Source: an optimization exercise on an open RTL-to-GDS flow (aim: small area and a short achievable clock period). Production flows keep margins and buffers that such runs may drop. At most, simulation tests tie the RTL to the original design; equivalence was not proved. The RTL of run 2 was laid out without a check of its function. Power and IR drop assume default switching activity.

==> design/flow/design.v <==
`default_nettype none
module as2650(
	input clk,
	input rst,
	input [7:0] bus_in,
	output [7:0] bus_out,
	output le_lo,
	output le_hi,
	output OEb,
	output WEb,
	output bus_dir,
	output IOC,
	output IOD,
	input [6:0] irqs,
	output flag,
	input sense,
	output [7:0] ext_io_addr,
	output io_bus_cyc,
	output io_bus_we,
	output [7:0] io_bus_out,
	input [7:0] io_bus_in,
	output [7:0] debug_psl,
	output [7:0] debug_psu,
	output [32:0] la_data_out,
	input wb_hidden_rom_enable,
	output reg cpu_hidden_rom_enable,
	output WE_ram
);
localparam FETCH = 0;
localparam PARAM1 = 1;
localparam PARAM2 = 2;
localparam DATA1 = 3;
localparam IO1 = 4;
localparam IO2 = 5;
localparam INVALID = 6;
localparam HALT = 7;
localparam EXT_IO1 = 8;
localparam EXT_IO2 = 9;
localparam EXT_IO3 = 10;
localparam EXT_IO4 = 11;
localparam INTERRUPT_ACTION1 = 12;
reg trap;
reg [2:0] irq_num;
reg [7:0] r0, r1, r2, r3, r5, r6, r7;
reg [7:0] psu;
reg [7:0] psl;
assign debug_psu = psu;
assign debug_psl = psl;
assign flag = psu[6];
reg [15:0] stack [15:0];
reg [12:0] PC;
reg [2:0] page_reg;
reg [11:0] ivectors_base;
reg [15:0] last_addr;
reg [3:0] cycle;
reg [7:0] insin;
reg [15:0] instruction_args_latch;
reg extend;
reg [1:0] warmup;
reg halted;
wire reset = rst || warmup != 2'b00;
reg indirect_cyc;
reg [1:0] indexed_cyc;
reg [15:0] indirect_target;
reg relative_cyc;
reg [2:0] chirp_ptr;
wire [3:0] sp = psu[3:0];
wire [3:0] sp_m1 = sp - 4'd1;
wire [3:0] sp_p1 = sp + 4'd1;
wire [15:0] TOS = stack[sp_m1];
wire [7:0] r1_v = psl[4] ? r5 : r1;
wire [7:0] r2_v = psl[4] ? r6 : r2;
wire [7:0] r3_v = psl[4] ? r7 : r3;
assign la_data_out = {halted, r3_v, r2_v, r1_v, r0};
function [7:0] rd;
	input [1:0] a;
	begin
		case(a)
			2'd1: rd = r1_v;
			2'd2: rd = r2_v;
			2'd3: rd = r3_v;
			default: rd = r0;
		endcase
	end
endfunction
wire [7:0] instruction = cycle == FETCH ? bus_in : insin;
wire is_RETURN = (instruction[7:2] == 6'b000101 || instruction[7:2] == 6'b001101) && !extend;
wire is_DAR = instruction[7:2] == 6'b100101 && !extend;
wire is_CLR = instruction[7:2] == 6'h31 && !extend;
wire is_EXT = instruction == 8'hB7 && !extend;
wire is_HALT = instruction == 8'h40 && !extend;
wire is_NOP = instruction == 8'hC0 && !extend;
wire is_XCHG = instruction == 8'h91 && !extend;
wire is_MUL = instruction == 8'h90 && !extend;
wire is_ZBR = (instruction == 8'h9B || instruction == 8'hBB) && !extend;
wire is_BXA = (instruction == 8'h9F || instruction == 8'hBF) && !extend;
wire is_LPS = instruction[7:1] == 7'h49 && !extend;
wire is_SPS = instruction[7:1] == 7'h09 && !extend;
wire is_BRANCH = instruction[4:3] == 2'b11;
wire needs_param = (instruction[3:2] == 2'b01 || instruction[3:2] == 2'b10) && !is_RETURN && !is_DAR && !is_CLR && !is_EXT && !extend;
wire needs_2_param = instruction[3:2] == 2'b11 || (extend && instruction[3:2] == 2'b10);
wire is_indexed = ((instruction[3:2] == 2'b11 && instruction_args_latch[14:13] != 2'b00) && !is_BRANCH && !indirect_cyc && !extend) || (extend && (instruction[7:2] == 6'h03 || instruction[7:2] == 6'h33));
wire is_indirect_pre = (instruction[3:2] == 2'b10 || instruction[3:2] == 2'b11) && !indirect_cyc && !extend;
wire is_indirect_p1 = bus_in[7] && is_indirect_pre;
wire is_indirect_p2 = instruction_args_latch[15] && is_indirect_pre;
wire is_store = (instruction[7:4] == 4'hC && !is_NOP && !extend) || (instruction[7:3] == 5'h19 && extend);
wire is_COM = instruction[7:4] == 4'hE && !extend;
wire is_ALU_op = !instruction[4] && !is_store && !is_HALT && !is_COM && (!extend || instruction[3] == 1);
wire is_immediate = instruction[3:2] == 2'b01;
wire is_zero_reg = instruction[3:2] == 2'b00;
wire is_add_sub = instruction[7:5] == 3'h4 || instruction[7:5] == 3'h5;
wire is_relative = instruction[3:2] == 2'b10;
wire is_PUSH = instruction == 8'h10 && !extend;
wire is_POP = instruction == 8'h11 && !extend;
wire is_TPS = instruction[7:1] == 7'h5A && !extend;
wire is_CPS = instruction[7:1] == 7'h3A && !extend;
wire is_PPS = instruction[7:1] == 7'h3B && !extend;
wire is_RRR = instruction[7:2] == 6'h14 && !extend;
wire is_RRL = instruction[7:2] == 6'h34 && !extend;
wire is_TMI = instruction[7:2] == 6'h3D && !extend;
wire is_IO_READ = (instruction[7:2] == 6'h0C || instruction[7:2] == 6'h1C) && !extend;
wire is_IO_WRITE = (instruction[7:2] == 6'h2C || instruction[7:2] == 6'h3C) && !extend;
wire is_CPL = instruction[7:2] == 6'h38 && extend;
wire is_PSHS = instruction == 8'h10 && extend;
wire is_POPS = instruction == 8'h11 && extend;
wire is_SVB = instruction == 8'h12 && extend;
wire is_CHRP = instruction == 8'h13 && extend;
wire is_EXT_IO = (instruction[7:2] == 6'h15 || instruction[7:2] == 6'h35) && !extend;
wire is_TRAP = instruction == 8'h90 && extend;
wire is_CLRT = instruction == 8'h91 && extend;
wire is_LIR = instruction == 8'h92 && extend;
wire is_SIR = instruction == 8'h93 && extend;
wire [2:0] instr_reg_a = {psl[4], instruction[1:0]};
wire [7:0] instr_reg_v = rd(instruction[1:0]);
wire is_store_q = (insin[7:4] == 4'hC && insin != 8'hC0 && !extend) || (insin[7:3] == 5'h19 && extend);
wire is_IO_READ_q = (insin[7:2] == 6'h0C || insin[7:2] == 6'h1C) && !extend;
wire is_IO_WRITE_q = (insin[7:2] == 6'h2C || insin[7:2] == 6'h3C) && !extend;
wire [7:0] instr_reg_v_q = rd(insin[1:0]);
wire [12:0] PC_p1 = PC + 13'd1;
wire [12:0] PC_p23 = PC + (needs_2_param ? 13'd3 : 13'd2);
wire [12:0] relative_eff_address_pre = PC_p1 + {{6{bus_in[6]}}, bus_in[6:0]};
wire [15:0] relative_eff_address = {page_reg, relative_eff_address_pre};
wire is_CC_BRANCH = instruction[7:4] == 4'h1 || instruction[7:4] == 4'h3 || instruction[7:4] == 4'h9 || instruction[7:4] == 4'hB;
wire is_REG_BRANCH = !is_CC_BRANCH;
wire is_BRANCH_SUB = instruction[7:4] != 4'hF && instruction[5:4] == 2'b11;
wire [7:0] reg_plus_1 = instr_reg_v + 8'd1;
wire [7:0] reg_minus_1 = instr_reg_v - 8'd1;
wire bcr_nonzero = instruction[7:4] == 4'hD ? instr_reg_v != 8'hFF : (instruction[7:4] == 4'hF ? instr_reg_v != 8'h01 : instr_reg_v != 8'h00);
wire should_branch = (is_CC_BRANCH && instruction[7] && psl[7:6] != instruction[1:0]) || (is_CC_BRANCH && !instruction[7] && instruction[1:0] == 2'b11) || (is_CC_BRANCH && !instruction[7] && psl[7:6] == instruction[1:0] || (is_REG_BRANCH && bcr_nonzero)) || is_ZBR || is_BXA;
wire [15:0] zbr_target = {(bus_in[6] ? 10'b0000000111 : 10'h000), bus_in[5:0]};
wire is_interrupt_cycle = cycle == INTERRUPT_ACTION1;
wire is_data_fetch_cycle = relative_cyc || indirect_cyc || cycle == DATA1 || is_interrupt_cycle;
wire is_instr_fetch_cycle = (cycle == FETCH || cycle == PARAM1 || cycle == PARAM2) && !is_data_fetch_cycle;
wire indexed_data1 = indexed_cyc != 2'b00 && cycle == DATA1;
wire IO_cyc = cycle == IO1 || cycle == IO2;
reg [15:0] requested_addr;
wire hit = last_addr == requested_addr;
wire hi_eq = requested_addr[15:8] == last_addr[15:8];
wire lo_eq = requested_addr[7:0] == last_addr[7:0];
wire mem_cyc = (is_instr_fetch_cycle || is_data_fetch_cycle) && !IO_cyc;
wire le_lo_act = mem_cyc && !lo_eq && hi_eq;
wire le_hi_act = mem_cyc && !hi_eq;
assign le_lo = le_lo_act && !reset;
assign le_hi = le_hi_act && !reset;
wire write_cyc = (cycle == DATA1 || (cycle == PARAM1 && relative_cyc)) && is_store_q;
wire [7:0] alu_instr_reg_q = indexed_data1 ? r0 : instr_reg_v_q;
assign OEb = !(((is_instr_fetch_cycle || is_data_fetch_cycle) && hit) || (IO_cyc && is_IO_READ_q)) || reset || write_cyc;
assign WE_ram = write_cyc && !reset && hit;
assign WEb = !(write_cyc || (is_IO_WRITE_q && cycle == IO1)) || reset || (!hit && !IO_cyc);
assign bus_out = is_IO_WRITE_q && IO_cyc ? instr_reg_v_q : (le_lo_act ? requested_addr[7:0] : (le_hi_act ? requested_addr[15:8] : alu_instr_reg_q));
assign bus_dir = !(!WEb || le_lo_act || le_hi_act || (is_IO_WRITE_q && IO_cyc)) || reset;
assign IOC = IO_cyc && !insin[6];
assign io_bus_cyc = cycle == EXT_IO3 || cycle == EXT_IO4;
assign io_bus_we = insin[7];
assign io_bus_out = instr_reg_v_q;
assign ext_io_addr = instruction_args_latch[15:8];
assign IOD = IO_cyc && insin[6];
reg [15:0] mul_res;
function [1:0] fadd;
	input x, y, z;
	begin
		fadd = {(x & y) | (x & z) | (y & z), x ^ y ^ z};
	end
endfunction
integer mi, mj;
reg [7:0] ms, mc;
reg [1:0] mt;
always @(*) begin
	for(mj = 0; mj < 8; mj = mj + 1) begin
		ms[mj] = r0[mj] & r1_v[0];
		mc[mj] = 1'b0;
	end
	mul_res[0] = ms[0];
	for(mi = 1; mi < 8; mi = mi + 1) begin
		for(mj = 0; mj < 8; mj = mj + 1) begin
			mt = fadd(r0[mj] & r1_v[mi], mj < 7 ? ms[mj + 1] : 1'b0, mc[mj]);
			ms[mj] = mt[0];
			mc[mj] = mt[1];
		end
		mul_res[mi] = ms[0];
	end
	mt = 2'b00;
	for(mj = 0; mj < 7; mj = mj + 1) begin
		mt = fadd(ms[mj + 1], mc[mj], mt[1]);
		mul_res[8 + mj] = mt[0];
	end
	mul_res[15] = mc[7] ^ mt[1];
end
wire [7:0] rrr = psl[3] ? {psl[0], instr_reg_v[7:1]} : {instr_reg_v[0], instr_reg_v[7:1]};
wire [7:0] rrl = psl[3] ? {instr_reg_v[6:0], psl[0]} : {instr_reg_v[6:0], instr_reg_v[7]};
wire [7:0] alu_instr_reg = indexed_data1 ? r0 : instr_reg_v;
wire [7:0] alu_input1 = is_zero_reg ? r0 : alu_instr_reg;
wire [7:0] alu_input2 = is_zero_reg ? instr_reg_v : bus_in;
wire [2:0] alu_op = instruction[7:5];
wire alu_inv = alu_op != 3'd4;
wire alu_cin = alu_op == 3'd4 ? (psl[3] && psl[0]) : (alu_op == 3'd5 ? (!psl[3] || psl[0]) : 1'b0);
wire [8:0] alu_sum = {1'b0, alu_input1} + {1'b0, alu_inv ? ~alu_input2 : alu_input2} + {8'h00, alu_cin};
reg [8:0] alu_next;
always @(*) begin
	case(alu_op)
		1: alu_next = {psl[0], alu_input1 ^ alu_input2};
		2: alu_next = {psl[0], alu_input1 & alu_input2};
		3: alu_next = {psl[0], alu_input1 | alu_input2};
		4: alu_next = alu_sum;
		5: alu_next = alu_sum;
		default: alu_next = {psl[0], alu_input2};
	endcase
end
wire next_idc = alu_next[4] != alu_input1[4] ^ (alu_op == 5 ? ~alu_input2[4] : alu_input2[4]);
wire next_ovf = alu_input1[7] == alu_input2[7] && alu_next[7] != alu_input1[7];
wire cmp_eq = alu_input1 == alu_input2;
wire cmp_gt = alu_sum[8];
wire [1:0] cmp_cc = cmp_eq ? 2'b00 : ((psl[1] || alu_input1[7] == alu_input2[7]) ? (cmp_gt ? 2'b01 : 2'b10) : (alu_input1[7] ? 2'b10 : 2'b01));
function [1:0] cc_of;
	input [7:0] v;
	begin
		cc_of = v[7] ? 2'b10 : (v != 8'h00 ? 2'b01 : 2'b00);
	end
endfunction
wire [55:0] chirp_tab = {7'd10, 7'd13, 7'h21, 7'h70, 7'h72, 7'h69, 7'h68, 7'h43};
wire [6:0] chirpchar = chirp_tab[{chirp_ptr, 3'b000} - {3'b000, chirp_ptr} +: 7];
wire [7:0] irqs_all = {irqs[6], irqs[5], irqs[4], trap, irqs[3], irqs[2], irqs[1], irqs[0]};
wire [2:0] irq_enc = irqs_all[7] ? 3'h7 : (irqs_all[6] ? 3'h6 : (irqs_all[5] ? 3'h5 : (irqs_all[4] ? 3'h4 : (irqs_all[3] ? 3'h3 : (irqs_all[2] ? 3'h2 : (irqs_all[1] ? 3'h1 : 3'h0))))));
localparam WB_ALU = 4'd0, WB_REG = 4'd1, WB_INC = 4'd2, WB_DEC = 4'd3, WB_NOT = 4'd4, WB_CHRP = 4'd5, WB_ZERO = 4'd6, WB_R0 = 4'd7,
	WB_DAR = 4'd8, WB_RRR = 4'd9, WB_RRL = 4'd10, WB_PSL = 4'd11, WB_PSU = 4'd12, WB_BUS = 4'd13, WB_IO = 4'd14;
localparam PCS_HOLD = 3'd0, PCS_P1 = 3'd1, PCS_P23 = 3'd2, PCS_REL = 3'd3, PCS_ZBR = 3'd4, PCS_ABS = 3'd5, PCS_TOS = 3'd6;
localparam ITS_HOLD = 3'd0, ITS_ZBR = 3'd1, ITS_REL = 3'd2, ITS_IND2 = 3'd3, ITS_INT = 3'd4;
localparam A_HOLD = 2'd0, A_BUS = 2'd1, A_REG = 2'd2;
localparam ST_PC = 2'd0, ST_R10 = 2'd1, ST_PS = 2'd2;
localparam PR_MUL = 2'd0, PR_XCHG = 2'd1, PR_TOS = 2'd2;
localparam INS_HOLD = 3'd0, INS_BUS = 3'd1, INS_0C = 3'd2, INS_CC = 3'd3, INS_3F = 3'd4;
localparam ALL_FIELDS = 2'd0, ALL_TOS = 2'd1, ALL_R0 = 2'd2, ALL_CP = 2'd3;
localparam CC_HOLD = 3'd0, CC_CMP = 3'd1, CC_WB = 3'd2, CC_MUL = 3'd3, CC_01 = 3'd4, CC_TPS = 3'd5, CC_TMI = 3'd6;
localparam F_HOLD = 2'd0, F_ALU = 2'd1, F_RRR = 2'd2, F_RRL = 2'd3;
localparam SP_HOLD = 2'd0, SP_INC = 2'd1, SP_DEC = 2'd2;
localparam II_HOLD = 2'd0, II_CLR = 2'd1, II_SET = 2'd2;
wire [3:0] bcr_sel = instruction[7:4] == 4'hD ? WB_INC : (instruction[7:4] == 4'hF ? WB_DEC : WB_REG);
reg trap_n;
reg [2:0] irq_num_n;
reg [11:0] ivb_n;
reg [3:0] cycle_n;
reg extend_n, halted_n, ind_n, rel_n;
reg [1:0] idx_n;
reg [2:0] chirp_n;
reg chre_n;
reg wb_en;
reg [2:0] wb_a;
reg [3:0] wb_sel;
reg pr_en;
reg [1:0] pr_sel;
reg st_en;
reg [1:0] st_sel;
reg [2:0] pc_sel, it_sel, ins_sel, cc_sel;
reg [1:0] ah_sel, al_sel, psl_all, psu_all, c_sel, idc_sel, sp_sel, ii_sel;
reg ovf_sel, cp_set;
always @(*) begin
	trap_n = trap;
	irq_num_n = irq_num;
	ivb_n = ivectors_base;
	cycle_n = cycle;
	extend_n = extend;
	halted_n = halted;
	ind_n = indirect_cyc;
	rel_n = relative_cyc;
	idx_n = indexed_cyc;
	chirp_n = chirp_ptr;
	chre_n = cpu_hidden_rom_enable;
	wb_en = 1'b0;
	wb_a = instr_reg_a;
	wb_sel = WB_ALU;
	pr_en = 1'b0;
	pr_sel = PR_MUL;
	st_en = 1'b0;
	st_sel = ST_PC;
	pc_sel = PCS_HOLD;
	it_sel = ITS_HOLD;
	ins_sel = INS_HOLD;
	ah_sel = A_HOLD;
	al_sel = A_HOLD;
	psl_all = ALL_FIELDS;
	psu_all = ALL_FIELDS;
	cc_sel = CC_HOLD;
	c_sel = F_HOLD;
	idc_sel = F_HOLD;
	ovf_sel = 1'b0;
	sp_sel = SP_HOLD;
	ii_sel = II_HOLD;
	cp_set = 1'b0;
	case(cycle)
	FETCH: begin
		ind_n = 1'b0;
		rel_n = 1'b0;
		idx_n = 2'b00;
		if(hit) begin
			pc_sel = PCS_P1;
			ins_sel = INS_BUS;
			if(is_LIR) begin
				ah_sel = A_REG;
				al_sel = A_REG;
				cycle_n = DATA1;
				extend_n = 1'b0;
				ins_sel = INS_0C;
			end else if(is_SIR) begin
				ah_sel = A_REG;
				al_sel = A_REG;
				cycle_n = DATA1;
				extend_n = 1'b0;
				ins_sel = INS_CC;
			end else if(needs_param || needs_2_param) begin
				if(is_BRANCH && !should_branch) begin
					pc_sel = PCS_P23;
					cycle_n = FETCH;
					if(is_REG_BRANCH) begin
						wb_en = 1'b1;
						wb_sel = bcr_sel;
					end
				end else cycle_n = PARAM1;
			end else begin
				if(is_HALT) halted_n = 1'b1;
				extend_n = is_EXT;
				if(is_CPL) begin
					wb_en = 1'b1;
					wb_sel = WB_NOT;
				end
				if(is_TRAP) trap_n = 1'b1;
				if(is_CLRT) trap_n = 1'b0;
				if(is_XCHG) begin
					pr_en = 1'b1;
					pr_sel = PR_XCHG;
				end
				if(is_PUSH) begin
					st_en = 1'b1;
					st_sel = ST_R10;
					sp_sel = SP_INC;
				end
				if(is_POP) begin
					pr_en = 1'b1;
					pr_sel = PR_TOS;
					sp_sel = SP_DEC;
				end
				if(is_PSHS) begin
					st_en = 1'b1;
					st_sel = ST_PS;
					sp_sel = SP_INC;
				end
				if(is_POPS) begin
					psl_all = ALL_TOS;
					psu_all = ALL_TOS;
				end
				if(is_SVB) ivb_n = {r1_v, r0[7:4]};
				if(is_CHRP) begin
					wb_en = 1'b1;
					wb_a = 3'b000;
					wb_sel = WB_CHRP;
					chirp_n = chirp_ptr + 3'd1;
					cc_sel = CC_01;
				end
				if(is_CLR) begin
					wb_en = 1'b1;
					wb_sel = WB_ZERO;
				end
				if(is_RETURN) begin
					if(instruction[1:0] == 2'b11 || instruction[1:0] == psl[7:6]) begin
						pc_sel = PCS_TOS;
						sp_sel = SP_DEC;
						if(instruction[5]) ii_sel = II_CLR;
					end
				end
				if(is_MUL) begin
					pr_en = 1'b1;
					pr_sel = PR_MUL;
					cc_sel = CC_MUL;
				end
				if(is_COM && is_zero_reg) begin
					cc_sel = CC_CMP;
				end else if(is_ALU_op && is_zero_reg) begin
					wb_en = 1'b1;
					wb_a = 3'b000;
					wb_sel = WB_ALU;
					c_sel = F_ALU;
					cc_sel = CC_WB;
					if(is_add_sub) begin
						idc_sel = F_ALU;
						ovf_sel = 1'b1;
					end
				end else if(is_store && !is_NOP && is_zero_reg) begin
					wb_en = 1'b1;
					wb_sel = WB_R0;
					cc_sel = CC_WB;
				end
				if(is_DAR) begin
					wb_en = 1'b1;
					wb_sel = WB_DAR;
				end
				if(is_RRR) begin
					if(psl[3]) begin
						c_sel = F_RRR;
						idc_sel = F_RRR;
					end
					cc_sel = CC_WB;
					wb_en = 1'b1;
					wb_sel = WB_RRR;
				end
				if(is_RRL) begin
					if(psl[3]) begin
						c_sel = F_RRL;
						idc_sel = F_RRL;
					end
					cc_sel = CC_WB;
					wb_en = 1'b1;
					wb_sel = WB_RRL;
				end
				if(is_LPS) begin
					if(instruction[0]) psl_all = ALL_R0;
					else psu_all = ALL_R0;
				end
				if(is_SPS) begin
					wb_en = 1'b1;
					wb_a = 3'b000;
					wb_sel = instruction[0] ? WB_PSL : WB_PSU;
					cc_sel = CC_WB;
				end
				cycle_n = is_HALT ? HALT : (is_IO_READ || is_IO_WRITE ? IO1 : FETCH);
			end
		end
	end
	PARAM1: begin
		if(hit) begin
			if(is_instr_fetch_cycle) pc_sel = PCS_P1;
			if(is_immediate || relative_cyc) begin
				if(is_store) begin
				end else if(is_ALU_op) begin
					wb_en = 1'b1;
					wb_sel = WB_ALU;
					c_sel = F_ALU;
					cc_sel = CC_WB;
					if(is_add_sub) begin
						idc_sel = F_ALU;
						ovf_sel = 1'b1;
					end
				end else begin
					if(is_TPS) cc_sel = CC_TPS;
					if(is_CPS) begin
						cp_set = 1'b0;
						if(instruction[0]) psl_all = ALL_CP;
						else psu_all = ALL_CP;
					end
					if(is_PPS) begin
						cp_set = 1'b1;
						if(instruction[0]) psl_all = ALL_CP;
						else psu_all = ALL_CP;
					end
					if(is_COM) cc_sel = CC_CMP;
					if(is_TMI) cc_sel = CC_TMI;
				end
				cycle_n = is_EXT_IO ? EXT_IO1 : FETCH;
				extend_n = 1'b0;
				rel_n = 1'b0;
			end else if(needs_2_param || indirect_cyc) begin
				cycle_n = PARAM2;
			end else if(is_relative && is_indirect_p1) begin
				it_sel = is_ZBR ? ITS_ZBR : ITS_REL;
				ind_n = 1'b1;
			end else if(is_relative && !is_indirect_p1) begin
				if(is_BRANCH) begin
					if(is_BRANCH_SUB) begin
						st_en = 1'b1;
						sp_sel = SP_INC;
					end
					pc_sel = is_ZBR ? PCS_ZBR : PCS_REL;
					if(is_REG_BRANCH) begin
						wb_en = 1'b1;
						wb_sel = bcr_sel;
					end
					extend_n = 1'b0;
					cycle_n = FETCH;
				end else begin
					rel_n = 1'b1;
					it_sel = ITS_REL;
				end
			end
			ah_sel = A_BUS;
		end
	end
	PARAM2: begin
		if(hit) begin
			if(is_instr_fetch_cycle) pc_sel = PCS_P1;
			if(!indirect_cyc && instruction_args_latch[14:13] != 2'b00 && !is_BRANCH) begin
				idx_n = is_indexed ? instruction_args_latch[14:13] : 2'b00;
				if(is_indexed && instruction_args_latch[14:13] != 2'b11 && !extend) begin
					wb_en = 1'b1;
					wb_sel = instruction_args_latch[14:13] == 2'b01 ? WB_INC : WB_DEC;
				end
			end
			if(is_indirect_p2 && !indirect_cyc) begin
				ind_n = 1'b1;
				it_sel = ITS_IND2;
				cycle_n = PARAM1;
			end else if(is_BRANCH) begin
				if(instruction == 8'h1F) chre_n = 1'b0;
				if(is_BRANCH_SUB) begin
					st_en = 1'b1;
					sp_sel = SP_INC;
				end
				pc_sel = PCS_ABS;
				if(is_REG_BRANCH) begin
					wb_en = 1'b1;
					wb_sel = bcr_sel;
				end
				cycle_n = FETCH;
				extend_n = 1'b0;
			end else cycle_n = DATA1;
			al_sel = A_BUS;
		end
	end
	DATA1: begin
		if(hit) begin
			ind_n = 1'b0;
			idx_n = 2'b00;
			if(is_store) begin
			end else if(is_COM) begin
				cc_sel = CC_CMP;
			end else if(is_ALU_op) begin
				wb_en = 1'b1;
				wb_a = indexed_data1 ? 3'b000 : instr_reg_a;
				wb_sel = WB_ALU;
				c_sel = F_ALU;
				cc_sel = CC_WB;
				if(is_add_sub) begin
					idc_sel = F_ALU;
					ovf_sel = 1'b1;
				end
			end
			cycle_n = FETCH;
			extend_n = 1'b0;
		end
	end
	IO1: begin
		cycle_n = IO2;
	end
	IO2: begin
		if(is_IO_READ) begin
			wb_en = 1'b1;
			wb_sel = WB_BUS;
			cc_sel = CC_WB;
		end
		cycle_n = FETCH;
	end
	EXT_IO1: begin
		cycle_n = EXT_IO2;
	end
	EXT_IO2: begin
		cycle_n = EXT_IO3;
	end
	EXT_IO3: begin
		cycle_n = EXT_IO4;
	end
	EXT_IO4: begin
		if(!instruction[7]) begin
			wb_en = 1'b1;
			wb_sel = WB_IO;
			cc_sel = CC_WB;
		end
		cycle_n = FETCH;
	end
	INTERRUPT_ACTION1: begin
		ins_sel = INS_3F;
		ind_n = 1'b1;
		it_sel = ITS_INT;
		ii_sel = II_SET;
		cycle_n = PARAM1;
	end
	default: begin
	end
	endcase
	if(cycle == HALT || (cycle == FETCH && !hit)) begin
		if(irqs != 7'h00 && !psu[5]) begin
			irq_num_n = irq_enc;
			cycle_n = INTERRUPT_ACTION1;
		end
	end
end
wire [7:0] dar_res = {instr_reg_v[7:4] + (psl[0] ? 4'h0 : 4'hA), instr_reg_v[3:0] + (psl[5] ? 4'h0 : 4'hA)};
reg [7:0] wb_d;
always @(*) begin
	case(wb_sel)
		WB_REG: wb_d = instr_reg_v;
		WB_INC: wb_d = reg_plus_1;
		WB_DEC: wb_d = reg_minus_1;
		WB_NOT: wb_d = ~instr_reg_v;
		WB_CHRP: wb_d = {1'b0, chirpchar};
		WB_ZERO: wb_d = 8'h00;
		WB_R0: wb_d = r0;
		WB_DAR: wb_d = dar_res;
		WB_RRR: wb_d = rrr;
		WB_RRL: wb_d = rrl;
		WB_PSL: wb_d = psl;
		WB_PSU: wb_d = psu;
		WB_BUS: wb_d = bus_in;
		WB_IO: wb_d = io_bus_in;
		default: wb_d = alu_next[7:0];
	endcase
end
reg [15:0] pr_d;
always @(*) begin
	case(pr_sel)
		PR_XCHG: pr_d = {r0, r1_v};
		PR_TOS: pr_d = TOS;
		default: pr_d = mul_res;
	endcase
end
reg [15:0] st_d;
always @(*) begin
	case(st_sel)
		ST_R10: st_d = {r1_v, r0};
		ST_PS: st_d = {psu, psl};
		default: st_d = {page_reg, indirect_cyc ? PC : PC_p1};
	endcase
end
wire [15:0] abs_target = (indirect_cyc || extend ? {instruction_args_latch[15:8], bus_in} : {page_reg[2], instruction_args_latch[14:8], bus_in}) + (is_BXA ? {8'h00, r3_v} : 16'h0000);
reg [15:0] pcp_n;
always @(*) begin
	case(pc_sel)
		PCS_P1: pcp_n = {page_reg, PC_p1};
		PCS_P23: pcp_n = {page_reg, PC_p23};
		PCS_REL: pcp_n = relative_eff_address;
		PCS_ZBR: pcp_n = zbr_target;
		PCS_ABS: pcp_n = abs_target;
		PCS_TOS: pcp_n = TOS;
		default: pcp_n = {page_reg, PC};
	endcase
end
wire [2:0] page_n = pcp_n[15:13];
wire [12:0] PC_n = pcp_n[12:0];
reg [15:0] it_n;
always @(*) begin
	case(it_sel)
		ITS_ZBR: it_n = zbr_target;
		ITS_REL: it_n = relative_eff_address;
		ITS_IND2: it_n = is_BRANCH ? {page_reg[2], instruction_args_latch[14:8], bus_in} : {page_reg, instruction_args_latch[12:8], bus_in};
		ITS_INT: it_n = {ivectors_base, irq_num, 1'b0};
		default: it_n = indirect_target;
	endcase
end
wire [15:0] args_n = {ah_sel == A_BUS ? bus_in : (ah_sel == A_REG ? r3_v : instruction_args_latch[15:8]),
					al_sel == A_BUS ? bus_in : (al_sel == A_REG ? r2_v : instruction_args_latch[7:0])};
reg [7:0] insin_n;
always @(*) begin
	case(ins_sel)
		INS_BUS: insin_n = bus_in;
		INS_0C: insin_n = 8'h0C;
		INS_CC: insin_n = 8'hCC;
		INS_3F: insin_n = 8'h3F;
		default: insin_n = insin;
	endcase
end
wire [15:0] last_n = {le_hi_act ? requested_addr[15:8] : last_addr[15:8], le_lo_act ? requested_addr[7:0] : last_addr[7:0]};
reg [1:0] cc_n;
always @(*) begin
	case(cc_sel)
		CC_CMP: cc_n = cmp_cc;
		CC_WB: cc_n = cc_of(wb_d);
		CC_MUL: cc_n = mul_res[15] ? 2'b10 : (mul_res != 16'h0000 ? 2'b01 : 2'b00);
		CC_01: cc_n = 2'b01;
		CC_TPS: cc_n = (((instruction[0] ? psl : psu) & bus_in) == bus_in) ? 2'b00 : 2'b01;
		CC_TMI: cc_n = ((instr_reg_v & bus_in) == instr_reg_v) ? 2'b00 : 2'b01;
		default: cc_n = psl[7:6];
	endcase
end
reg c_n, idc_n;
always @(*) begin
	case(c_sel)
		F_ALU: c_n = alu_next[8];
		F_RRR: c_n = instr_reg_v[0];
		F_RRL: c_n = instr_reg_v[7];
		default: c_n = psl[0];
	endcase
	case(idc_sel)
		F_ALU: idc_n = next_idc;
		F_RRR: idc_n = instr_reg_v[6];
		F_RRL: idc_n = instr_reg_v[4];
		default: idc_n = psl[5];
	endcase
end
wire ovf_n = ovf_sel ? next_ovf : psl[2];
wire [3:0] sp_n = sp_sel == SP_INC ? sp_p1 : (sp_sel == SP_DEC ? sp_m1 : sp);
wire ii_n = ii_sel == II_CLR ? 1'b0 : (ii_sel == II_SET ? 1'b1 : psu[5]);
reg [7:0] psl_n, psu_n;
always @(*) begin
	case(psl_all)
		ALL_TOS: psl_n = TOS[7:0];
		ALL_R0: psl_n = r0;
		ALL_CP: psl_n = cp_set ? (psl | bus_in) : (psl & ~bus_in);
		default: psl_n = {cc_n, idc_n, psl[4:3], ovf_n, psl[1], c_n};
	endcase
	case(psu_all)
		ALL_TOS: psu_n = {TOS[15:12], sp_m1};
		ALL_R0: psu_n = r0;
		ALL_CP: psu_n = cp_set ? (psu | bus_in) : (psu & ~bus_in);
		default: psu_n = {sense, psu[6], ii_n, psu[4], sp_n};
	endcase
end
wire fetch_n = (cycle_n == FETCH || cycle_n == PARAM1 || cycle_n == PARAM2) && !(rel_n || ind_n);
wire [7:0] index_n = (cycle == PARAM2 && !indirect_cyc && !extend && instruction_args_latch[14:13] == 2'b01) ? instr_reg_v_q + 8'd1 :
					((cycle == PARAM2 && !indirect_cyc && !extend && instruction_args_latch[14:13] == 2'b10) ? instr_reg_v_q - 8'd1 : instr_reg_v_q);
wire [15:0] req_n = cycle_n == DATA1
		? ((ind_n || extend_n) ? args_n : {page_n, args_n[12:0]}) + (idx_n != 2'b00 ? {8'h00, index_n} : 16'h0000)
		: (fetch_n ? {page_n, PC_n} : ((ind_n || rel_n) ? it_n : 16'h0000) + (cycle_n == PARAM2 ? 16'd1 : 16'd0));
always @(posedge clk) begin
	if(reset) begin
		requested_addr <= 16'h0000;
		psl <= 8'h00;
		psu <= 8'h20;  
		cycle <= 4'h0;
		last_addr <= 16'hAAAA;
		insin <= 8'h00;
		PC <= 13'h0000;
		extend <= 1'b0;
		warmup <= rst ? 2'b11 : warmup - 2'd1;
		halted <= 1'b0;
		indirect_cyc <= 1'b0;
		relative_cyc <= 1'b0;
		r0 <= 8'h00;
		r1 <= 8'h00;
		r2 <= 8'h00;
		r3 <= 8'h00;
		r5 <= 8'h00;
		r6 <= 8'h00;
		r7 <= 8'h00;
		indexed_cyc <= 2'b00;
		page_reg <= 3'b000;
		ivectors_base <= 12'h000;
		chirp_ptr <= 3'b000;
		trap <= 1'b0;
		cpu_hidden_rom_enable <= wb_hidden_rom_enable;
	end else begin
		trap <= trap_n;
		requested_addr <= req_n;
		irq_num <= irq_num_n;
		psu <= psu_n;
		psl <= psl_n;
		PC <= PC_n;
		page_reg <= page_n;
		ivectors_base <= ivb_n;
		last_addr <= last_n;
		cycle <= cycle_n;
		insin <= insin_n;
		extend <= extend_n;
		halted <= halted_n;
		indirect_cyc <= ind_n;
		relative_cyc <= rel_n;
		indexed_cyc <= idx_n;
		chirp_ptr <= chirp_n;
		cpu_hidden_rom_enable <= chre_n;
		if(pr_en) begin
			r0 <= pr_d[7:0];
			if(psl[4]) r5 <= pr_d[15:8];
			else r1 <= pr_d[15:8];
		end
		if(wb_en) begin
			case(wb_a)
				3'd1: r1 <= wb_d;
				3'd2: r2 <= wb_d;
				3'd3: r3 <= wb_d;
				3'd5: r5 <= wb_d;
				3'd6: r6 <= wb_d;
				3'd7: r7 <= wb_d;
				default: r0 <= wb_d;
			endcase
		end
	end
end
always @(posedge clk) begin
	if(!reset && st_en) stack[sp] <= st_d;
end
always @(posedge clk) begin
	instruction_args_latch <= args_n;
	indirect_target <= it_n;
end
endmodule
==> design/flow/run.sh <==
#!/bin/bash
# synth_recipe.tcl (not shown) runs the flow's synth.tcl, then flattens the netlist and writes it again
# the make line also repeats each setting of config.mk as NAME=value (left out here)
make -C /OpenROAD-flow-scripts/flow DESIGN_CONFIG=/design/flow/config.mk WORK_HOME=/design/flow/orfs CLKGATE_MAP_FILE= SYNTH_SCRIPT=/design/flow/synth_recipe.tcl finish
==> design/flow/config.mk <==
export PLATFORM = sky130hd
export DESIGN_NAME = as2650
export DESIGN_NICKNAME = as2650
export VERILOG_FILES = /design/flow/design.v
export SDC_FILE = /design/flow/constraint.sdc
export NUM_CORES = 4
export LEC_CHECK = 0
export CAP_MARGIN = 20
export CORE_MARGIN = 2
export CORE_UTILIZATION = 40
export SLEW_MARGIN = 20
==> design/flow/constraint.sdc <==
create_clock -name core_clock -period 16.0 [get_ports {clk}]
set_input_delay 3.2000 -clock core_clock [delete_from_list [all_inputs] [get_ports {clk}]]
set_output_delay 3.2000 -clock core_clock [all_outputs]
set_load 0.01 [all_outputs]
==> metrics.csv, run 1 <==
metric;value;unit
whs;467.9;ps
cts_tree;built;
htreeDepth;2;
cp.arrival;9620;ps
cts_resized;0;
start_kind;input port;
via_count;28360;
top_register;stack;
critical_path_class;in -> reg;
chipHeight;284.0;um
gp_congestion;1.030;
path_max_fanout;30;
fin_skew;45.44;ps
synth_top_area_share;25.10;%
post_cts_buffers;0;
hold_depth;2;
drv_slew;0;
drt_iter0_markers;3931;
cp_data_required_time;16540;ps
synth-edff-count;262;
vias_per_cell;6.374;
final_area;0.03516;sq mm
hold_viol_final;0;
rsz0062_at_grt;false;
syn_area;0.03135;sq mm
coreArea;0.07747;sq mm
critPathMaxStageDelay;870;ps
synth_common_cells;nand2_1 (343), nor2_1 (331), edfxtp_1 (262);
dpl-instance-area;0.03353;sq mm
hold_class;reg -> reg;
end_kind;flip-flop;
grt_first_pass_wirelength;183300;um
hpwl;89110;um
critPathSlowestCell;a2111oi_0;
maxSlewHeadroom;20.21;%
wl_per_cell;28.39;um
netlist-cell-type-count;101;
start_util;40.47;%
regToRegStartpoint;psl[4]$_SDFFE_PP0N_;
synth_area_leaders;edfxtp_1 (25%), dfxtp_1 (12%), mux4_2 (6.5%);
status;finished clean;
fin_ws;6915;ps
drtPass1Iterations;9;
diodes;0;
ys_seq_area_share;36.97;%
cts_buffer_depth;3;
root_buffer;clkbuf_16;
synth_ff_type;edfxtp_1;
clk_pin_slew;60;ps
drt_wl_total;126300;um
drc_errors;0;
postRouteAntennaNets;0;
synthArstFlopShare;0;%
synth_fp_nets;3545;
finalPower;2.511;mW
numCtsBuffers;50;
timing.final.crit_share;56.78;%
synth_warnings;1;
period_needed;9085;ps
p_leak;11.71;nW
startpoint;bus_in[3];
yosys_register_bits;448;
endpoint;r0[5]$_SDFF_PP0_;
reg2reg_to;psl[6]$_SDFFE_PP0P_;
track_usage;30.41;%
grt_max_degree;87;
rrSetupSlack;7160;ps
rr_worst_depth;29;
grt_pass1_vias;26330;
drive_gt1_share;11.15;%
power.density;71.40;mW/mm^2
holdCritStartpoint;last_addr[6]$_SDFFE_PP0P_;
synth_top_area_cell;edfxtp_1;
max_freq;110.1;MHz
rows;102;
grt_overflow;0;
io_pins;112;
cap_violations;0;
insertion_delay;640;ps
die_w;284.0;um
finalSetupViolations;0;
die-area;0.08063;sq mm
antenna_found_initial;1;
avgSynthCellArea;9.333;sq um
area_delta_synth_final;12.16;%
irDropWorstVdd;0.09112;mV
yosysMostFrequentCell;nand2_1;
setup-tns-final;0;ps
largest_reg_flops;256;
syn_inst;3359;
path_cells;clkdlybuf4s50_1 -> buf_4 -> mux2i_1 -> ha_1 -> buf_4 -> nor2b_1 -> nand4_1 -> o21ai_1 -> nor4b_2 -> o21bai_1 -> a21oi_1 -> nor4b_1 -> a2111oi_0 -> o21ai_0 -> o21ai_0 -> o31a_1 -> mux2i_1 -> nor2_1;
fin_nets;3553;
cts_hold_buf;0;
cts_sinks;448;
io_buffers;111;
preCtsSetupSlack;6419;ps
worstMarginPinSlew;1192;ps
## cells by family (layout without fill, tap and decap cells)
logic type | count (synthesis) | count (layout) | synth area share [%]
compound gates | 830 | 830 | 17.37
xor+xnor | 137 | 137 | 3.828
fa+ha+maj | 160 | 160 | 7.647
buf+inv | 405 | 455 | 5.137
flops | 448 | 448 | 36.97
mux | 254 | 254 | 11.82
simple gates | 1125 | 1125 | 17.22
## metal layers
metal	GRT usage, %	share of wire [%]
met2	44.69	42
met3	6.455	11
met1	41.37	40
met5	0	0.014
met4	17.45	6.8
## layout by cell type, fill, tap and decap left out, types with 79 or more instances in the layout
cell type        synthesis  final
mux4_2                  90     90
inv_1                  150    149
nor2_1                 331    319
ha_1                   106    104
xnor2_1                 81     79
clkdlybuf4s50_1          0    110
dfxtp_1                186    184
a21oi_1                228    220
mux2i_1                134    133
o21ai_0                200    198
edfxtp_1               262    262
buf_4                   13     90
nand2_1                343    343
## area by class of cell
| class | instances | area (sq um) |
|---|---|---|
| clock buffers | 70 | 1388 |
| clock inverters | 24 | 187.7 |
| fillers | 7529 | 42310 |
| inverters | 158 | 595.6 |
| multi-input cells | 2506 | 18290 |
| flip-flops and latches | 448 | 11600 |
| well taps | 1040 | 1301 |
| repair buffers | 203 | 1800 |
## worst max-delay path: cells and delay by family
family,cells,cell delay (ps)
and+or+nand+nor,5,1390
adders and majority gates,1,280
buffers and inverters,3,990
AOI/OAI and AO/OA,7,2940
muxes,2,760
## per-stage QoR
stage / cells / utilization (%)
after global placement: 4353 / 43.28
after floorplan: 3359 / -
after global routing: 4449 / 45.39
after CTS: 4447 / 45.31
after detailed placement: 4353 / 43.28
final: 4449 / 45.39
## power breakdown
group          internal [mW]  switching (mW)
sequential              1.21        0.000603
clock                  0.612           0.504
combinational         0.0575           0.129
## worst min-delay path by stage
stage                                    end
5_1_grt            last_addr[6]$_SDFFE_PP0P_
3_5_place_dp       last_addr[6]$_SDFFE_PP0P_
3_3_place_gp       last_addr[2]$_SDFFE_PP0P_
2_1_floorplan  ivectors_base[5]$_SDFFE_PP0P_
6_report           last_addr[6]$_SDFFE_PP0P_
4_1_cts            last_addr[6]$_SDFFE_PP0P_
==> run 2, diff against run 1 <==
--- a/design/flow/design.v
+++ b/design/flow/design.v
@@ -61,7 +61,6 @@
 wire reset = rst || warmup != 2'b00;
 reg indirect_cyc;
 reg [1:0] indexed_cyc;
-reg [15:0] indirect_target;
 reg relative_cyc;
 reg [2:0] chirp_ptr;
 wire [3:0] sp = psu[3:0];
@@ -137,8 +136,64 @@
 wire is_IO_WRITE_q = (insin[7:2] == 6'h2C || insin[7:2] == 6'h3C) && !extend;
 wire [7:0] instr_reg_v_q = rd(insin[1:0]);
 wire [12:0] PC_p1 = PC + 13'd1;
-wire [12:0] PC_p23 = PC + (needs_2_param ? 13'd3 : 13'd2);
-wire [12:0] relative_eff_address_pre = PC_p1 + {{6{bus_in[6]}}, bus_in[6:0]};
+wire q_RETURN = (insin[7:2] == 6'b000101 || insin[7:2] == 6'b001101) && !extend;
+wire q_DAR = insin[7:2] == 6'b100101 && !extend;
+wire q_CLR = insin[7:2] == 6'h31 && !extend;
+wire q_EXT = insin == 8'hB7 && !extend;
+wire q_HALT = insin == 8'h40 && !extend;
+wire q_NOP = insin == 8'hC0 && !extend;
+wire q_XCHG = insin == 8'h91 && !extend;
+wire q_MUL = insin == 8'h90 && !extend;
+wire q_ZBR = (insin == 8'h9B || insin == 8'hBB) && !extend;
+wire q_BXA = (insin == 8'h9F || insin == 8'hBF) && !extend;
+wire q_LPS = insin[7:1] == 7'h49 && !extend;
+wire q_SPS = insin[7:1] == 7'h09 && !extend;
+wire q_BRANCH = insin[4:3] == 2'b11;
+wire q_needs_param = (insin[3:2] == 2'b01 || insin[3:2] == 2'b10) && !q_RETURN && !q_DAR && !q_CLR && !q_EXT && !extend;
+wire q_needs_2_param = insin[3:2] == 2'b11 || (extend && insin[3:2] == 2'b10);
+wire q_indexed = ((insin[3:2] == 2'b11 && instruction_args_latch[14:13] != 2'b00) && !q_BRANCH && !indirect_cyc && !extend) || (extend && (insin[7:2] == 6'h03 || insin[7:2] == 6'h33));
+wire q_indirect_pre = (insin[3:2] == 2'b10 || insin[3:2] == 2'b11) && !indirect_cyc && !extend;
+wire q_indirect_p1 = bus_in[7] && q_indirect_pre;
+wire q_indirect_p2 = instruction_args_latch[15] && q_indirect_pre;
+wire q_store = (insin[7:4] == 4'hC && !q_NOP && !extend) || (insin[7:3] == 5'h19 && extend);
+wire q_COM = insin[7:4] == 4'hE && !extend;
+wire q_ALU_op = !insin[4] && !q_store && !q_HALT && !q_COM && (!extend || insin[3] == 1);
+wire q_immediate = insin[3:2] == 2'b01;
+wire q_zero_reg = insin[3:2] == 2'b00;
+wire q_add_sub = insin[7:5] == 3'h4 || insin[7:5] == 3'h5;
+wire q_relative = insin[3:2] == 2'b10;
+wire q_PUSH = insin == 8'h10 && !extend;
+wire q_POP = insin == 8'h11 && !extend;
+wire q_TPS = insin[7:1] == 7'h5A && !extend;
+wire q_CPS = insin[7:1] == 7'h3A && !extend;
+wire q_PPS = insin[7:1] == 7'h3B && !extend;
+wire q_RRR = insin[7:2] == 6'h14 && !extend;
+wire q_RRL = insin[7:2] == 6'h34 && !extend;
+wire q_TMI = insin[7:2] == 6'h3D && !extend;
+wire q_IO_READ = (insin[7:2] == 6'h0C || insin[7:2] == 6'h1C) && !extend;
+wire q_IO_WRITE = (insin[7:2] == 6'h2C || insin[7:2] == 6'h3C) && !extend;
+wire q_CPL = insin[7:2] == 6'h38 && extend;
+wire q_PSHS = insin == 8'h10 && extend;
+wire q_POPS = insin == 8'h11 && extend;
+wire q_SVB = insin == 8'h12 && extend;
+wire q_CHRP = insin == 8'h13 && extend;
+wire q_EXT_IO = (insin[7:2] == 6'h15 || insin[7:2] == 6'h35) && !extend;
+wire q_TRAP = insin == 8'h90 && extend;
+wire q_CLRT = insin == 8'h91 && extend;
+wire q_LIR = insin == 8'h92 && extend;
+wire q_SIR = insin == 8'h93 && extend;
+wire q_CC_BRANCH = insin[7:4] == 4'h1 || insin[7:4] == 4'h3 || insin[7:4] == 4'h9 || insin[7:4] == 4'hB;
+wire q_REG_BRANCH = !q_CC_BRANCH;
+wire q_BRANCH_SUB = insin[7:4] != 4'hF && insin[5:4] == 2'b11;
+wire [2:0] instr_reg_a_q = {psl[4], insin[1:0]};
+wire [12:0] PC_p2 = PC + 13'd2;
+wire [12:0] PC_p3 = PC + 13'd3;
+wire [12:0] PC_p23 = needs_2_param ? PC_p3 : PC_p2;
+wire [7:0] rel_lo = {1'b0, PC_p1[6:0]} + {1'b0, bus_in[6:0]};
+wire [5:0] rel_hi_p1 = PC_p1[12:7] + 6'd1;
+wire [5:0] rel_hi_m1 = PC_p1[12:7] - 6'd1;
+wire [5:0] rel_hi = rel_lo[7] == bus_in[6] ? PC_p1[12:7] : (rel_lo[7] ? rel_hi_p1 : rel_hi_m1);
+wire [12:0] relative_eff_address_pre = {rel_hi, rel_lo[6:0]};
 wire [15:0] relative_eff_address = {page_reg, relative_eff_address_pre};
 wire is_CC_BRANCH = instruction[7:4] == 4'h1 || instruction[7:4] == 4'h3 || instruction[7:4] == 4'h9 || instruction[7:4] == 4'hB;
 wire is_REG_BRANCH = !is_CC_BRANCH;
@@ -199,12 +254,7 @@
 		end
 		mul_res[mi] = ms[0];
 	end
-	mt = 2'b00;
-	for(mj = 0; mj < 7; mj = mj + 1) begin
-		mt = fadd(ms[mj + 1], mc[mj], mt[1]);
-		mul_res[8 + mj] = mt[0];
-	end
-	mul_res[15] = mc[7] ^ mt[1];
+	mul_res[15:8] = {1'b0, ms[7:1]} + mc;
 end
 wire [7:0] rrr = psl[3] ? {psl[0], instr_reg_v[7:1]} : {instr_reg_v[0], instr_reg_v[7:1]};
 wire [7:0] rrl = psl[3] ? {instr_reg_v[6:0], psl[0]} : {instr_reg_v[6:0], instr_reg_v[7]};
@@ -255,6 +305,7 @@
 localparam SP_HOLD = 2'd0, SP_INC = 2'd1, SP_DEC = 2'd2;
 localparam II_HOLD = 2'd0, II_CLR = 2'd1, II_SET = 2'd2;
 wire [3:0] bcr_sel = instruction[7:4] == 4'hD ? WB_INC : (instruction[7:4] == 4'hF ? WB_DEC : WB_REG);
+wire [3:0] bcr_sel_q = insin[7:4] == 4'hD ? WB_INC : (insin[7:4] == 4'hF ? WB_DEC : WB_REG);
 reg trap_n;
 reg [2:0] irq_num_n;
 reg [11:0] ivb_n;
@@ -447,50 +498,50 @@
 	PARAM1: begin
 		if(hit) begin
 			if(is_instr_fetch_cycle) pc_sel = PCS_P1;
-			if(is_immediate || relative_cyc) begin
-				if(is_store) begin
-				end else if(is_ALU_op) begin
+			if(q_immediate || relative_cyc) begin
+				if(q_store) begin
+				end else if(q_ALU_op) begin
 					wb_en = 1'b1;
 					wb_sel = WB_ALU;
 					c_sel = F_ALU;
 					cc_sel = CC_WB;
-					if(is_add_sub) begin
+					if(q_add_sub) begin
 						idc_sel = F_ALU;
 						ovf_sel = 1'b1;
 					end
 				end else begin
-					if(is_TPS) cc_sel = CC_TPS;
-					if(is_CPS) begin
+					if(q_TPS) cc_sel = CC_TPS;
+					if(q_CPS) begin
 						cp_set = 1'b0;
-						if(instruction[0]) psl_all = ALL_CP;
+						if(insin[0]) psl_all = ALL_CP;
 						else psu_all = ALL_CP;
 					end
-					if(is_PPS) begin
+					if(q_PPS) begin
 						cp_set = 1'b1;
-						if(instruction[0]) psl_all = ALL_CP;
+						if(insin[0]) psl_all = ALL_CP;
 						else psu_all = ALL_CP;
 					end
-					if(is_COM) cc_sel = CC_CMP;
-					if(is_TMI) cc_sel = CC_TMI;
+					if(q_COM) cc_sel = CC_CMP;
+					if(q_TMI) cc_sel = CC_TMI;
 				end
-				cycle_n = is_EXT_IO ? EXT_IO1 : FETCH;
+				cycle_n = q_EXT_IO ? EXT_IO1 : FETCH;
 				extend_n = 1'b0;
 				rel_n = 1'b0;
-			end else if(needs_2_param || indirect_cyc) begin
+			end else if(q_needs_2_param || indirect_cyc) begin
 				cycle_n = PARAM2;
-			end else if(is_relative && is_indirect_p1) begin
-				it_sel = is_ZBR ? ITS_ZBR : ITS_REL;
+			end else if(q_relative && q_indirect_p1) begin
+				it_sel = q_ZBR ? ITS_ZBR : ITS_REL;
 				ind_n = 1'b1;
-			end else if(is_relative && !is_indirect_p1) begin
-				if(is_BRANCH) begin
-					if(is_BRANCH_SUB) begin
+			end else if(q_relative && !q_indirect_p1) begin
+				if(q_BRANCH) begin
+					if(q_BRANCH_SUB) begin
 						st_en = 1'b1;
 						sp_sel = SP_INC;
 					end
-					pc_sel = is_ZBR ? PCS_ZBR : PCS_REL;
-					if(is_REG_BRANCH) begin
+					pc_sel = q_ZBR ? PCS_ZBR : PCS_REL;
+					if(q_REG_BRANCH) begin
 						wb_en = 1'b1;
-						wb_sel = bcr_sel;
+						wb_sel = bcr_sel_q;
 					end
 					extend_n = 1'b0;
 					cycle_n = FETCH;
@@ -505,27 +556,27 @@
 	PARAM2: begin
 		if(hit) begin
 			if(is_instr_fetch_cycle) pc_sel = PCS_P1;
-			if(!indirect_cyc && instruction_args_latch[14:13] != 2'b00 && !is_BRANCH) begin
-				idx_n = is_indexed ? instruction_args_latch[14:13] : 2'b00;
-				if(is_indexed && instruction_args_latch[14:13] != 2'b11 && !extend) begin
+			if(!indirect_cyc && instruction_args_latch[14:13] != 2'b00 && !q_BRANCH) begin
+				idx_n = q_indexed ? instruction_args_latch[14:13] : 2'b00;
+				if(q_indexed && instruction_args_latch[14:13] != 2'b11 && !extend) begin
 					wb_en = 1'b1;
 					wb_sel = instruction_args_latch[14:13] == 2'b01 ? WB_INC : WB_DEC;
 				end
 			end
-			if(is_indirect_p2 && !indirect_cyc) begin
+			if(q_indirect_p2 && !indirect_cyc) begin
 				ind_n = 1'b1;
 				it_sel = ITS_IND2;
 				cycle_n = PARAM1;
-			end else if(is_BRANCH) begin
-				if(instruction == 8'h1F) chre_n = 1'b0;
-				if(is_BRANCH_SUB) begin
+			end else if(q_BRANCH) begin
+				if(insin == 8'h1F) chre_n = 1'b0;
+				if(q_BRANCH_SUB) begin
 					st_en = 1'b1;
 					sp_sel = SP_INC;
 				end
 				pc_sel = PCS_ABS;
-				if(is_REG_BRANCH) begin
+				if(q_REG_BRANCH) begin
 					wb_en = 1'b1;
-					wb_sel = bcr_sel;
+					wb_sel = bcr_sel_q;
 				end
 				cycle_n = FETCH;
 				extend_n = 1'b0;
@@ -537,16 +588,16 @@
 		if(hit) begin
 			ind_n = 1'b0;
 			idx_n = 2'b00;
-			if(is_store) begin
-			end else if(is_COM) begin
+			if(q_store) begin
+			end else if(q_COM) begin
 				cc_sel = CC_CMP;
-			end else if(is_ALU_op) begin
+			end else if(q_ALU_op) begin
 				wb_en = 1'b1;
-				wb_a = indexed_data1 ? 3'b000 : instr_reg_a;
+				wb_a = indexed_data1 ? 3'b000 : instr_reg_a_q;
 				wb_sel = WB_ALU;
 				c_sel = F_ALU;
 				cc_sel = CC_WB;
-				if(is_add_sub) begin
+				if(q_add_sub) begin
 					idc_sel = F_ALU;
 					ovf_sel = 1'b1;
 				end
@@ -559,7 +610,7 @@
 		cycle_n = IO2;
 	end
 	IO2: begin
-		if(is_IO_READ) begin
+		if(q_IO_READ) begin
 			wb_en = 1'b1;
 			wb_sel = WB_BUS;
 			cc_sel = CC_WB;
@@ -576,7 +627,7 @@
 		cycle_n = EXT_IO4;
 	end
 	EXT_IO4: begin
-		if(!instruction[7]) begin
+		if(!insin[7]) begin
 			wb_en = 1'b1;
 			wb_sel = WB_IO;
 			cc_sel = CC_WB;
@@ -637,7 +688,10 @@
 		default: st_d = {page_reg, indirect_cyc ? PC : PC_p1};
 	endcase
 end
-wire [15:0] abs_target = (indirect_cyc || extend ? {instruction_args_latch[15:8], bus_in} : {page_reg[2], instruction_args_latch[14:8], bus_in}) + (is_BXA ? {8'h00, r3_v} : 16'h0000);
+wire [7:0] abs_hi = indirect_cyc || extend ? instruction_args_latch[15:8] : {page_reg[2], instruction_args_latch[14:8]};
+wire [7:0] abs_hi_p1 = abs_hi + 8'd1;
+wire [8:0] abs_lo = {1'b0, bus_in} + {1'b0, q_BXA ? r3_v : 8'h00};
+wire [15:0] abs_target = {abs_lo[8] ? abs_hi_p1 : abs_hi, abs_lo[7:0]};
 reg [15:0] pcp_n;
 always @(*) begin
 	case(pc_sel)
@@ -652,14 +706,17 @@
 end
 wire [2:0] page_n = pcp_n[15:13];
 wire [12:0] PC_n = pcp_n[12:0];
+wire it_step_up = cycle == PARAM1 && hit;
+wire it_step_down = cycle == PARAM2 && hit;
+wire [15:0] it_held = requested_addr + (it_step_down ? 16'hFFFF : {15'h0000, it_step_up});
 reg [15:0] it_n;
 always @(*) begin
 	case(it_sel)
 		ITS_ZBR: it_n = zbr_target;
 		ITS_REL: it_n = relative_eff_address;
-		ITS_IND2: it_n = is_BRANCH ? {page_reg[2], instruction_args_latch[14:8], bus_in} : {page_reg, instruction_args_latch[12:8], bus_in};
+		ITS_IND2: it_n = q_BRANCH ? {page_reg[2], instruction_args_latch[14:8], bus_in} : {page_reg, instruction_args_latch[12:8], bus_in};
 		ITS_INT: it_n = {ivectors_base, irq_num, 1'b0};
-		default: it_n = indirect_target;
+		default: it_n = it_held;
 	endcase
 end
 wire [15:0] args_n = {ah_sel == A_BUS ? bus_in : (ah_sel == A_REG ? r3_v : instruction_args_latch[15:8]),
@@ -680,10 +737,10 @@
 	case(cc_sel)
 		CC_CMP: cc_n = cmp_cc;
 		CC_WB: cc_n = cc_of(wb_d);
-		CC_MUL: cc_n = mul_res[15] ? 2'b10 : (mul_res != 16'h0000 ? 2'b01 : 2'b00);
+		CC_MUL: cc_n = mul_res[15] ? 2'b10 : ((r0 != 8'h00 && r1_v != 8'h00) ? 2'b01 : 2'b00);
 		CC_01: cc_n = 2'b01;
-		CC_TPS: cc_n = (((instruction[0] ? psl : psu) & bus_in) == bus_in) ? 2'b00 : 2'b01;
-		CC_TMI: cc_n = ((instr_reg_v & bus_in) == instr_reg_v) ? 2'b00 : 2'b01;
+		CC_TPS: cc_n = (((insin[0] ? psl : psu) & bus_in) == bus_in) ? 2'b00 : 2'b01;
+		CC_TMI: cc_n = ((instr_reg_v_q & bus_in) == instr_reg_v_q) ? 2'b00 : 2'b01;
 		default: cc_n = psl[7:6];
 	endcase
 end
@@ -723,9 +780,12 @@
 wire fetch_n = (cycle_n == FETCH || cycle_n == PARAM1 || cycle_n == PARAM2) && !(rel_n || ind_n);
 wire [7:0] index_n = (cycle == PARAM2 && !indirect_cyc && !extend && instruction_args_latch[14:13] == 2'b01) ? instr_reg_v_q + 8'd1 :
 					((cycle == PARAM2 && !indirect_cyc && !extend && instruction_args_latch[14:13] == 2'b10) ? instr_reg_v_q - 8'd1 : instr_reg_v_q);
-wire [15:0] req_n = cycle_n == DATA1
-		? ((ind_n || extend_n) ? args_n : {page_n, args_n[12:0]}) + (idx_n != 2'b00 ? {8'h00, index_n} : 16'h0000)
-		: (fetch_n ? {page_n, PC_n} : ((ind_n || rel_n) ? it_n : 16'h0000) + (cycle_n == PARAM2 ? 16'd1 : 16'd0));
+wire [7:0] d1_hi = indirect_cyc || extend ? instruction_args_latch[15:8] : {page_reg, instruction_args_latch[12:8]};
+wire [7:0] d1_hi_p1 = d1_hi + 8'd1;
+wire [8:0] d1_lo = {1'b0, bus_in} + {1'b0, idx_n != 2'b00 ? index_n : 8'h00};
+wire [15:0] d1_addr = cycle == PARAM2 ? {d1_lo[8] ? d1_hi_p1 : d1_hi, d1_lo[7:0]} :
+					(cycle == FETCH ? {page_reg, r3_v[4:0], r2_v} : requested_addr);
+wire [15:0] req_n = cycle_n == DATA1 ? d1_addr : (fetch_n ? pcp_n : ((ind_n || rel_n) ? it_n : 16'h0000));
 always @(posedge clk) begin
 	if(reset) begin
 		requested_addr <= 16'h0000;
@@ -740,13 +800,6 @@
 		halted <= 1'b0;
 		indirect_cyc <= 1'b0;
 		relative_cyc <= 1'b0;
-		r0 <= 8'h00;
-		r1 <= 8'h00;
-		r2 <= 8'h00;
-		r3 <= 8'h00;
-		r5 <= 8'h00;
-		r6 <= 8'h00;
-		r7 <= 8'h00;
 		indexed_cyc <= 2'b00;
 		page_reg <= 3'b000;
 		ivectors_base <= 12'h000;
@@ -772,29 +825,25 @@
 		indexed_cyc <= idx_n;
 		chirp_ptr <= chirp_n;
 		cpu_hidden_rom_enable <= chre_n;
-		if(pr_en) begin
-			r0 <= pr_d[7:0];
-			if(psl[4]) r5 <= pr_d[15:8];
-			else r1 <= pr_d[15:8];
-		end
-		if(wb_en) begin
-			case(wb_a)
-				3'd1: r1 <= wb_d;
-				3'd2: r2 <= wb_d;
-				3'd3: r3 <= wb_d;
-				3'd5: r5 <= wb_d;
-				3'd6: r6 <= wb_d;
-				3'd7: r7 <= wb_d;
-				default: r0 <= wb_d;
-			endcase
-		end
 	end
 end
 always @(posedge clk) begin
 	if(!reset && st_en) stack[sp] <= st_d;
 end
+wire [7:0] wd_lo = (pr_en ? pr_d[7:0] : wb_d) & {8{!reset}};
+wire [7:0] wd_hi = (pr_en ? pr_d[15:8] : wb_d) & {8{!reset}};
+wire [7:0] wd = wb_d & {8{!reset}};
+wire wr_any = wb_en && !pr_en;
+always @(posedge clk) begin
+	if(reset || pr_en || (wr_any && wb_a[1:0] == 2'd0)) r0 <= wd_lo;
+	if(reset || (pr_en && !psl[4]) || (wr_any && wb_a == 3'd1)) r1 <= wd_hi;
+	if(reset || (pr_en && psl[4]) || (wr_any && wb_a == 3'd5)) r5 <= wd_hi;
+	if(reset || (wr_any && wb_a == 3'd2)) r2 <= wd;
+	if(reset || (wr_any && wb_a == 3'd3)) r3 <= wd;
+	if(reset || (wr_any && wb_a == 3'd6)) r6 <= wd;
+	if(reset || (wr_any && wb_a == 3'd7)) r7 <= wd;
+end
 always @(posedge clk) begin
 	instruction_args_latch <= args_n;
-	indirect_target <= it_n;
 end
 endmodule
--- a/design/flow/config.mk
+++ b/design/flow/config.mk
@@ -8,4 +8,6 @@
 export CAP_MARGIN = 20
 export CORE_MARGIN = 2
 export CORE_UTILIZATION = 40
+export CTS_BUF_LIST = sky130_fd_sc_hd__clkbuf_8
+export CTS_CLUSTER_SIZE = 20
 export SLEW_MARGIN = 20
==> metrics.csv, run 2 <==
metric;value;unit
wl_per_cell;28.09;um
setup-tns-final;0;ps
cts_hold_buf;0;
numCtsBuffers;74;
cp_num_buf_inv;3;
finalSetupViolations;0;
yosys_register_bits;424;
layout_commonest_cell;edfxtp_1;
cts_resized;0;
utilization;45.19;%
insertion_delay;710;ps
grt_max_degree;54;
gp_congestion;1.002;
final_cell_mix;edfxtp_1 (326), nor2_1 (294), nand2_1 (244), a21oi_1 (213), inv_1 (172);
critPathMaxStageDelay;920;ps
antenna_found_initial;1;
synth_warnings;1;
clk_pin_slew;70;ps
cpLargestDelayFamily;simple AND/OR/NAND/NOR gates;
regArea;0.01176;sq mm
synth_area_leaders;edfxtp_1 (32%), dfxtp_1 (6.4%), mux4_2 (6.4%);
wl_met1;47480;um
coreArea;0.07608;sq mm
synth_compound_area_share;18.04;%
drive_gt1_share;11.92;%
final_area;0.03438;sq mm
top_register;stack;
synth_top_area_share;31.84;%
syn_area;0.03074;sq mm
hold_class;reg -> reg;
chipHeight;281.2;um
dpl-instance-area;0.03296;sq mm
grt_first_pass_wirelength;172900;um
synth_ff_type;edfxtp_1;
rows;101;
placedCellCount;4143;
wl_met3;12670;um
synth_simple_gate_area_share;15.37;%
synthMuxAreaShare;11.15;%
rsz0062_at_grt;false;
path_cells;clkdlybuf4s50_1 -> buf_4 -> mux2i_1 -> ha_1 -> nand2_1 -> nor2_1 -> a41oi_1 -> nand3_2 -> or2_1 -> nor4_1 -> a21oi_1 -> inv_1 -> ha_1 -> or3_1 -> or4_1 -> nand2_1 -> or3b_2 -> nor2_1 -> nand4b_1 -> o311a_1;
route.met2.wl;52130;um
end_kind;flip-flop;
postRouteAntennaNets;0;
max_freq;103.2;MHz
p_leak;11.93;nW
drt_wl_total;120200;um
worstMarginPinSlew;1168;ps
fin_skew;59.21;ps
htreeDepth;3;
synth_xor_area_share;3.789;%
path_max_fanout;27;
io_pins;112;
drv_slew;0;
timing.final.crit_share;60.56;%
cap_violations;0;
yosysMostFrequentCell;edfxtp_1;
die_w;281.2;um
critPathSlowestCell;a41oi_1;
synthAdderAreaFrac;8.498;%
synth_top_area_cell;edfxtp_1;
rrSetupSlack;8020;ps
status;finished clean;
grt_overflow;0;
drtPass1Iterations;10;
cts_buffer_depth;3;
start_kind;input port;
synth_top_family_by_area;compound AO/OA/AOI/OAI gates;
cts_tree;built;
die-area;0.07909;sq mm
top_layer_used;met4;
synth_common_cells;edfxtp_1 (326), nor2_1 (307), nand2_1 (244);
vias_per_cell;6.353;
multiInputGateArea;0.01759;sq mm
cp_data_required_time;16550;ps
hpwl;85430;um
critical_path_class;in -> reg;
synth_fp_nets;3350;
area_delta_synth_final;11.83;%
via_count;27180;
cts_sinks;424;
reg_top3;stack x256, last_addr x16, requested_addr x16;
irDropWorstVdd;0.08011;mV
io_buffers;111;
synth-edff-count;326;
root_buffer;clkbuf_8;
fillers;7336;
period_needed;9689;ps
drc_errors;0;
power.density;70.05;mW/mm^2
syn_inst;3145;
grt_pass1_vias;25260;
netlist-cell-type-count;107;
post_cts_buffers;0;
track_usage;29.81;%
hold_viol_final;0;
avgSynthCellArea;9.775;sq um
largest_reg_flops;256;
layout.cells.non_filler;4278;
maxSlewHeadroom;21.41;%
synthArstFlopShare;0;%
drt_iter0_markers;4003;
cp.arrival;10240;ps
start_util;40.41;%
fin_nets;3396;
ys_seq_area_share;38.23;%
## run 2: cells by family after synthesis
family | Yosys count
XOR/XNOR | 133
multiplexers | 225
AO/OA/AOI/OAI | 826
adder cells (fa/ha/maj) | 179
AND/OR/NAND/NOR | 980
flip-flops | 424
buffers and inverters | 378
## run 2: path summary, 6_finish.rpt
kind                                          start             endpoint  cells after the start
worst min-delay path            halted$_SDFFE_PN0P_  halted$_SDFFE_PN0P_                      2
worst max-delay path                      bus_in[3]  psl[6]$_SDFFE_PN0P_                     20
worst max register to register  cycle[1]$_SDFF_PN0_  psl[6]$_SDFFE_PN0P_                     20
worst min register to register  halted$_SDFFE_PN0P_  halted$_SDFFE_PN0P_                      2
## run 2: worst reg2reg max path: cells and delay by family, from the launching register on
kind,cells,cell delay (ps)
fa+ha+maj,2,1060
flops,1,560
mux,1,340
simple gates,12,3660
compound gates,3,1510
buf+inv,2,680
## run 2: per-stage QoR
step,worst slack [ps],power [mW],hold slack (ps)
after floorplan,8247,1.347,441.4
after global placement,6186,1.448,456.5
after detailed placement,5932,1.448,469.9
after CTS,6605,2.416,485.2
after global routing,6121,2.478,513.3
final,6311,2.408,471.8
## run 2: report_power, final
group	leakage, nW	switching [mW]	internal [mW]
Combinational	7.67	0.168	0.0836
Clock	0.810	0.478	0.494
Sequential	3.45	0.00405	1.18
## run 2: per-layer routing
metal	vias up	GRT usage [%]
met4	0	17.50
li1	11850	-
met1	13170	39.53
met2	1768	44.69
met3	389	6.601
met5	-	0
## run 2: area by class of cell
class / count / share of cell area, %
tap: 1030 / 3.749
clock buffer: 76 / 3.043
inverter: 146 / 1.598
sequential: 424 / 34.19
multi-input combinational: 2343 / 51.18
clock inverter: 55 / 0.9972
timing repair buffer: 202 / 5.230
antenna: 2 / 0.01456

[afterwards: timing with drivers on the ports]
No port has a modelled driver above. Below, the same layouts with a new extraction and two added sets of constraints. Step 1, drivers: a clkbuf_16 drives clk and a buf_2 each remaining input, both assumed. Step 2 also shifts input and output timing later by t, the mid clock arrival at the registers, as if the neighbouring blocks saw the same clock. Three values: no drivers, after step 1, after step 2; two values: the first two.
| run | shift t [ns] | slack for setup (ns) | clock arrival spread, ns | worst data-port slew with drivers (ns) |
|---|---|---|---|---|
| run 1 | 0.681 | 6.915 / 6.955 / 6.274 | 0.046 / 0.046 | 0.04 |
| run 2 | 0.735 | 6.311 / 6.337 / 5.602 | 0.059 / 0.060 | 0.04 |
After both steps setup and hold are still met in every run listed. The setup slack of run 2, which loses most, moves by +0.026 ns with the drivers and by -0.709 ns with both steps.
